From an optimization exercise on the open Yosys and OpenROAD flow, aimed at a short achievable clock period and few clock cycles; shortcuts taken in it are not production practice.
Only the layout flow was run in this run; the RTL was not checked for function there.
Power figures rest on the tool's default switching activity, not on a simulated workload.

### flow/run.sh
#!/bin/bash
# synth_recipe.tcl (not shown) runs the flow's synth.tcl, then flattens the netlist and writes it again
# the make line also repeats each setting of config.mk as NAME=value (left out here)
make -C /OpenROAD-flow-scripts/flow DESIGN_CONFIG=/design/flow/config.mk WORK_HOME=/design/flow/orfs CLKGATE_MAP_FILE= SYNTH_SCRIPT=/design/flow/synth_recipe.tcl finish
### flow/config.mk
export PLATFORM = sky130hd
export DESIGN_NAME = riscv_core
export DESIGN_NICKNAME = riscv_core
export VERILOG_FILES = /design/flow/design.v
export SDC_FILE = /design/flow/constraint.sdc
export NUM_CORES = 4
export LEC_CHECK = 0
export ABC_CLOCK_PERIOD_IN_PS = 4000
export CAP_MARGIN = 20
export CORE_MARGIN = 2
export CORE_UTILIZATION = 30
export SLEW_MARGIN = 20
### flow/constraint.sdc
create_clock -name core_clock -period 18.0 [get_ports {clk}]
set_input_delay 3.6000 -clock core_clock [delete_from_list [all_inputs] [get_ports {clk}]]
set_output_delay 3.6000 -clock core_clock [all_outputs]
set_load 0.01 [all_outputs]
### flow/design.v
module riscv_core (
    input clk,
    input reset,
    output [31:0] imem_addr,
    input  [31:0] imem_rdata,
    output [31:0] dmem_addr,
    output [31:0] dmem_wdata,
    output [1:0]  dmem_size,
    output        dmem_we,
    input  [31:0] dmem_rdata
);
    reg  [31:0] pc_f;
    assign imem_addr = pc_f;
    wire [31:0] in = imem_rdata;
    wire [4:0]  op = in[6:2];
    wire d_lui    = (op == 5'b01101);
    wire d_auipc  = (op == 5'b00101);
    wire d_jal    = (op == 5'b11011);
    wire d_jalr   = (op == 5'b11001);
    wire d_branch = (op == 5'b11000);
    wire d_load   = (op == 5'b00000);
    wire d_store  = (op == 5'b01000);
    wire d_opimm  = (op == 5'b00100);
    wire d_op     = (op == 5'b01100);
    wire [2:0] f3 = in[14:12];
    wire d_alu    = d_opimm | d_op;
    wire d_sub    = d_op & (f3 == 3'b000) & in[30];
    wire d_add    = (d_alu & (f3 == 3'b000) & ~d_sub) | d_load | d_store;
    wire d_sll    = d_alu & (f3 == 3'b001);
    wire d_slt    = d_alu & (f3 == 3'b010);
    wire d_sltu   = d_alu & (f3 == 3'b011);
    wire d_xor    = d_alu & (f3 == 3'b100);
    wire d_srl    = d_alu & (f3 == 3'b101) & ~in[30];
    wire d_sra    = d_alu & (f3 == 3'b101) & in[30];
    wire d_or     = d_alu & (f3 == 3'b110);
    wire d_and    = d_alu & (f3 == 3'b111);
    wire d_rdwe   = (d_lui | d_auipc | d_jal | d_jalr | d_load | d_opimm | d_op) & (in[11:7] != 5'd0);
    wire d_use1   = d_jalr | d_branch | d_load | d_store | d_opimm | d_op;
    wire d_use2   = d_branch | d_store | d_op;
    reg [31:0] d_imm;
    always @(*) begin
        if (d_lui | d_auipc)   d_imm = {in[31:12], 12'b0};
        else if (d_jal)        d_imm = {{12{in[31]}}, in[19:12], in[20], in[30:21], 1'b0};
        else if (d_branch)     d_imm = {{20{in[31]}}, in[7], in[30:25], in[11:8], 1'b0};
        else if (d_store)      d_imm = {{21{in[31]}}, in[30:25], in[11:7]};
        else                   d_imm = {{21{in[31]}}, in[30:20]};
    end
    reg        x_valid;
    reg [31:0] x_pc, x_imm;
    reg [4:0]  x_rs1, x_rs2, x_rd;
    reg [2:0]  x_f3;
    reg x_lui, x_auipc, x_jal, x_jalr, x_branch, x_load, x_store, x_bsel;
    reg x_add, x_sub, x_sll, x_slt, x_sltu, x_xor, x_srl, x_sra, x_or, x_and;
    reg x_rdwe, x_use1, x_use2;
    reg        m_we, m_ldwe;
    reg [31:0] m_addr, m_wdata;
    reg [1:0]  m_size;
    reg [4:0]  m_rd;
    reg [2:0]  m_f3;
    assign dmem_addr  = m_addr;
    assign dmem_wdata = m_wdata;
    assign dmem_size  = m_size;
    assign dmem_we    = m_we;
    reg [31:0] rf [1:31];
    wire [31:0] rs1v = (x_rs1 == 5'd0) ? 32'd0 : rf[x_rs1];
    wire [31:0] rs2v = (x_rs2 == 5'd0) ? 32'd0 : rf[x_rs2];
    wire stall = x_valid & m_ldwe &
                 ((x_use1 & (x_rs1 == m_rd)) | (x_use2 & (x_rs2 == m_rd)));
    wire x_go = x_valid & ~stall;
    wire [31:0] opb = x_bsel ? x_imm : rs2v;
    wire [31:0] sum = rs1v + opb;
    wire [31:0] dif = rs1v - rs2v;
    wire        lt  = $signed(rs1v) < $signed(opb);
    wire        ltu = rs1v < opb;
    wire [31:0] sl  = rs1v << opb[4:0];
    wire [31:0] sr  = $signed({x_sra & rs1v[31], rs1v}) >>> opb[4:0];
    wire [31:0] pc_imm = x_pc + x_imm;
    wire [31:0] pc_4   = pc_f;    
    wire [31:0] res =
          ({32{x_add}}  & sum)
        | ({32{x_sub}}  & dif)
        | ({32{x_sll}}  & sl)
        | ({32{x_slt}}  & {31'b0, lt})
        | ({32{x_sltu}} & {31'b0, ltu})
        | ({32{x_xor}}  & (rs1v ^ opb))
        | ({32{x_srl | x_sra}} & sr)
        | ({32{x_or}}   & (rs1v | opb))
        | ({32{x_and}}  & (rs1v & opb))
        | ({32{x_lui}}  & x_imm)
        | ({32{x_auipc}} & pc_imm)
        | ({32{x_jal | x_jalr}} & pc_4);
    wire beq  = (rs1v == rs2v);
    wire blt  = $signed(rs1v) < $signed(rs2v);
    wire bltu = rs1v < rs2v;
    reg  cond;
    always @(*) begin
        case (x_f3)
            3'b000: cond = beq;
            3'b001: cond = ~beq;
            3'b100: cond = blt;
            3'b101: cond = ~blt;
            3'b110: cond = bltu;
            default: cond = ~bltu;
        endcase
    end
    wire redirect = x_go & (x_jal | x_jalr | (x_branch & cond));
    wire [31:0] target = x_jalr ? {sum[31:1], 1'b0} : pc_imm;
    always @(posedge clk or posedge reset) begin
        if (reset) begin
            pc_f    <= 32'd0;
            x_valid <= 1'b0;
            m_we    <= 1'b0;
            m_ldwe  <= 1'b0;
        end else begin
            if (redirect)    pc_f <= target;
            else if (~stall) pc_f <= pc_f + 32'd4;
            if (~stall) x_valid <= ~redirect;
            m_we   <= x_go & x_store;
            m_ldwe <= x_go & x_load & x_rdwe;
        end
    end
    always @(posedge clk) begin
        if (~stall) begin
            x_pc   <= pc_f;
            x_imm  <= d_imm;
            x_rs1  <= in[19:15];
            x_rs2  <= in[24:20];
            x_rd   <= in[11:7];
            x_f3   <= f3;
            x_lui  <= d_lui;  x_auipc <= d_auipc; x_jal <= d_jal; x_jalr <= d_jalr;
            x_branch <= d_branch; x_load <= d_load; x_store <= d_store;
            x_bsel <= ~(d_op | d_branch);
            x_add <= d_add; x_sub <= d_sub; x_sll <= d_sll; x_slt <= d_slt; x_sltu <= d_sltu;
            x_xor <= d_xor; x_srl <= d_srl; x_sra <= d_sra; x_or <= d_or; x_and <= d_and;
            x_rdwe <= d_rdwe; x_use1 <= d_use1; x_use2 <= d_use2;
        end
        m_addr  <= sum;
        m_wdata <= rs2v;
        m_size  <= x_f3[1:0];
        m_rd    <= x_rd;
        m_f3    <= x_f3;
    end
    reg [31:0] ld;
    always @(*) begin
        case (m_f3)
            3'b000: ld = {{24{dmem_rdata[7]}}, dmem_rdata[7:0]};
            3'b001: ld = {{16{dmem_rdata[15]}}, dmem_rdata[15:0]};
            3'b100: ld = {24'b0, dmem_rdata[7:0]};
            3'b101: ld = {16'b0, dmem_rdata[15:0]};
            default: ld = dmem_rdata;
        endcase
    end
    wire x_rfwe = x_go & x_rdwe & ~x_load;
    integer i;
    always @(posedge clk or posedge reset) begin
        if (reset) begin
            for (i = 1; i < 32; i = i + 1) rf[i] <= 32'd0;
        end else begin
            for (i = 1; i < 32; i = i + 1) begin
                if (x_rfwe && x_rd == i) rf[i] <= res;
                else if (m_ldwe && m_rd == i) rf[i] <= ld;
            end
        end
    end
endmodule
==> results by group <==
Floorplanning
  • Die width: 518.6 µm
  • Full die area: 268,900 µm²
  • Initial Utilization: 30.21%
  • Die H: 518.6 µm
  • Core area: 263,000 µm²
  • Ports: 165
  • Cell row count: 188

Pwr
  • Power Dens Cells: 114.2 nW/µm²
  • Peak VDD IR: 0.08963 mV
  • Pleak: 33.93 nW

Timing
  • Worst slew pin tran: 1.348 ns
  • RSZ-0062 raised after global routing: false
  • Slew Limit Fails: 0
  • Fmax: 0.1007 GHz
  • Period utilization: 55.17%
  • Clock Skew: 0.08601 ns
  • Final setup violating endpoints: 0
  • Endpoints failing hold: 0
  • Final Critical Period: 9.931 ns
  • Relative max-transition margin: 10.16%
  • Sum of negative setup slack: 0 ns

Clock network
  • Hold Buf Count CTS: 0
  • Clk buf depth: 3
  • H-tree depth: 4
  • CTS Root Cell: clkbuf_16
  • Cts repair resizes: 0
  • TritonCTS buffer count: 144
  • Post-CTS setup buffers: 0
  • # clock sinks: 1,202
  • Clock transition at path regs: 0.06 ns
  • CTS tree: built
  • Worst-skew pair later-pin latency: 0.89 ns

Setup path
  • CP arrival: 10.61 ns
  • Worst R2R End: rf[26][28]$_DFFE_PP0P_
  • R2R setup slack: 8.07 ns
  • Critical Path Fanout Max: 55
  • Req. time, crit path: 18.68 ns
  • Startpoint types: flip-flop
  • Setup crit end kind: flip-flop
  • R2R depth: 24
  • RR Startpoint: x_rs1[2]$_DFFE_PN_
  • CP Class: flip-flop to flip-flop

Logic synthesis
  • Number of synthesized flops with an enable pin: 103
  • Cell count after synthesis: 9,677
  • Syn avg cell area: 8.209 µm²
  • Register area share after synthesis: 38.06%
  • Post-synth ARST share: 85.44%
  • Count of cell types in the netlist: 111
  • Post-synthesis cell area: 79,440 µm²
  • Synth Register Bits: 1,202
  • Syn_nets: 9,907
  • Ys flop type: dfrtp_1
  • Synth warn: 34

Layout
  • Synth-to-layout area growth: 13.88%
  • Register area: 30,240 µm²
  • Area occupied by multi-input gates: 45,570 µm²
  • Layout filler cell count: 27.21k
  • Layout cells sized above 1: 9.566%
  • Non-filler instance count after layout: 13.07k
  • Final net count: 9,572
  • Final Cell Area: 90,460 µm²

Placed design
  • Placed Cells: 12.71k
  • DP HPWL: 320.1 mm
  • Area after DPL: 85,410 µm²
  • I/O Buffers: 162
  • GPL Wtd Cong: 1.046

Worst hold path
  • Beginning of the worst hold path: x_f3[2]$_DFFE_PN_
  • Worst hold path cell count: 0
  • Hold Path Class: flip-flop to flip-flop
  • Worst Hold End: m_f3[2]$_DFF_P_

Status
  • Outcome: finished clean

Route
  • Pre-Repair DR Iteration Count: 10
  • Drt drc: 0
  • Antenna Nets Post-Route: 0
  • DR WL/cell: 39.44 µm
  • Post-Route WL: 515.3 mm
  • Routed vias/inst: 7.172
  • Initial DRC Count: 21.03k
  • Routed via count: 93.72k

Global routing
  • Pin count of the biggest net entering global routing: 154
  • Remaining Overflow, GRT: 0
  • Grt met1 use: 44.38%
  • Vias in the first global route: 84.23k
  • Global route hottest layer: met2
  • GRT Overall Usage: 36.52%
  • Initial antenna violation count: 75
  • Met3 usage: 20.11%
  • M2 GR Usage: 46.48%
  • Global-route wire length before repair: 695.6 mm

Run
  • Total of max-cap violations: 0
-- flip-flops by register name (all words and copies together), names as in the netlist, 3 cells and up --
signal / cells
m_addr: 32
m_f3: 3
m_rd: 5
m_wdata: 32
pc_f: 32
rf: 992
x_f3: 3
x_imm: 32
x_pc: 32
x_rd: 5
x_rs1: 5
x_rs2: 5
-- report_power, final --
part,switching (W),internal [W]
sequential,0.000620,0.00333
clock,0.00135,0.00170
combinational,0.00212,0.00120
-- synth_stat cells, types with 87 or more instances --
cell | count | area [µm²]
nor2_1 | 403 | 1513
clkbuf_1 | 787 | 2954
a21o_1 | 87 | 653.1
a22oi_1 | 401 | 3010
nand2_1 | 1165 | 4373
nand4_1 | 175 | 1095
nand3_1 | 578 | 2893
dfrtp_1 | 1027 | 25700
o211ai_1 | 689 | 5172
inv_1 | 178 | 668.1
buf_2 | 157 | 785.8
a21oi_1 | 580 | 2903
o21ai_1 | 96 | 480.5
nor3_1 | 96 | 480.5
a211oi_1 | 321 | 2410
nor2b_1 | 260 | 1627
edfxtp_1 | 103 | 3093
ha_1 | 161 | 2014
o21ai_0 | 795 | 3979
and3_1 | 312 | 1952
-- cells by family after synthesis --
family,synth area share [%]
muxes,1.350
DFF,38.06
adders and majority gates,2.611
xor gates and xnor gates,1.279
and+or+nand+nor,20.40
AOI/OAI and AO/OA,30.22
buffers and inverters,6.086
-- routing by layer --
metal,vias to the layer above,wire length [µm]
met4,38,52070
li1,35670,-
met5,-,662
met3,2930,89690
met1,44938,183700
met2,10147,189200
-- stage by stage --
stage | util, % | hold WS [ns] | power (W) | setup slack (ns)
after floorplan | - | 0.3934 | 0.005672 | 0.2441
after global placement | 32.47 | 0.4464 | 0.007054 | 8.638
after detailed placement | 32.48 | 0.4474 | 0.007100 | 8.549
after CTS | 34.28 | 0.4695 | 0.01012 | 8.529
after global routing | 34.33 | 0.4985 | 0.01061 | 8.239
final | 34.40 | 0.4708 | 0.01033 | 8.069
-- worst max-delay path, cell delays in order, from the launching register on --
cell	delay (ns)
edfxtp_1	0.37
buf_12	0.30
nor2b_4	0.82
buf_4	0.82
buf_4	0.58
nand2_1	0.58
o2111ai_1	0.50
nor4_1	0.17
a21oi_2	0.75
ha_1	0.34
inv_1	0.08
fa_1	0.46
nor2_1	0.17
o311a_1	0.23
o22ai_1	0.18
o21bai_1	0.40
o2bb2ai_1	0.22
o22a_1	0.27
nand2_1	0.12
o311ai_0	0.41
xnor2_1	0.36
a221oi_1	0.50
and4b_1	0.28
buf_4	0.39
o21ai_0	0.19
-- layout by cell type (no fill, tap or decap), types with 42 or more instances in the layout --
master	instances
ha_1	161
a22o_1	45
nand4_1	175
xor2_1	42
a2111oi_0	69
nand2_1	1133
a211oi_1	318
nor2_4	73
nand3_1	578
nor2b_1	256
dfrtp_1	1027
a221oi_1	70
clkbuf_16	149
o21ai_1	96
a22oi_1	401
nor2_1	308
nor3_1	82
diode_2	103
clkdlybuf4s50_1	160
edfxtp_1	103
a21o_1	87
o22ai_1	45
buf_4	369
xnor2_1	74
a21oi_1	549
and3_1	311
dfxtp_1	71
nor4_1	75
o211ai_1	689
inv_1	177
o21ai_0	795
mux2i_1	70
-- final cells by class --
type                    instances  share of cell area, %
clock inverters                47                 0.6335
multi-input cells            7267                  50.37
clock buffers                 207                  4.617
flip-flops and latches       1202                  33.42
diodes                        103                 0.2849
repair buffers                542                  5.040
inverters                     185                 0.7718
well taps                    3515                  4.862
-- worst max path at each step --
stage,from,endpoint,slack [ns],cells after the start
6_report,x_rs1[2]$_DFFE_PN_,rf[26][28]$_DFFE_PP0P_,8.07,24
4_1_cts,x_rs1[2]$_DFFE_PN_,rf[20][30]$_DFFE_PP0P_,8.53,24
3_5_place_dp,x_rs1[2]$_DFFE_PN_,rf[20][30]$_DFFE_PP0P_,8.55,24
2_1_floorplan,reset,m_ldwe$_DFF_PP0_,0.24,1
3_3_place_gp,x_rs1[2]$_DFFE_PN_,rf[20][30]$_DFFE_PP0P_,8.64,24
5_1_grt,x_rs1[2]$_DFFE_PN_,rf[22][28]$_DFFE_PP0P_,8.24,24

## port drivers added, routing unchanged
Ports are ideal in the flow. The routed layout listed here was re-timed in OpenROAD.
Step 1, drivers: a clkbuf_16 drives clk and a buf_2 each remaining input, both assumed.
Step 2 also shifts input and output timing later by t, the mid clock arrival at the registers, as if the neighbouring blocks saw the same clock.
Slacks: no drivers / after step 1 / after step 2; pairs: no drivers / after step 1.
t, ns: 0.946
setup slack, ns: 8.069 / 8.069 / 8.069
slew at the worst register clock pin (ns): 0.07 / 0.07
worst data-port slew with drivers (ns): 0.16
After both steps this run still meets setup and hold. For this run, drivers alone change the setup slack by 0.000 ns; drivers and shift together by 0.000 ns.
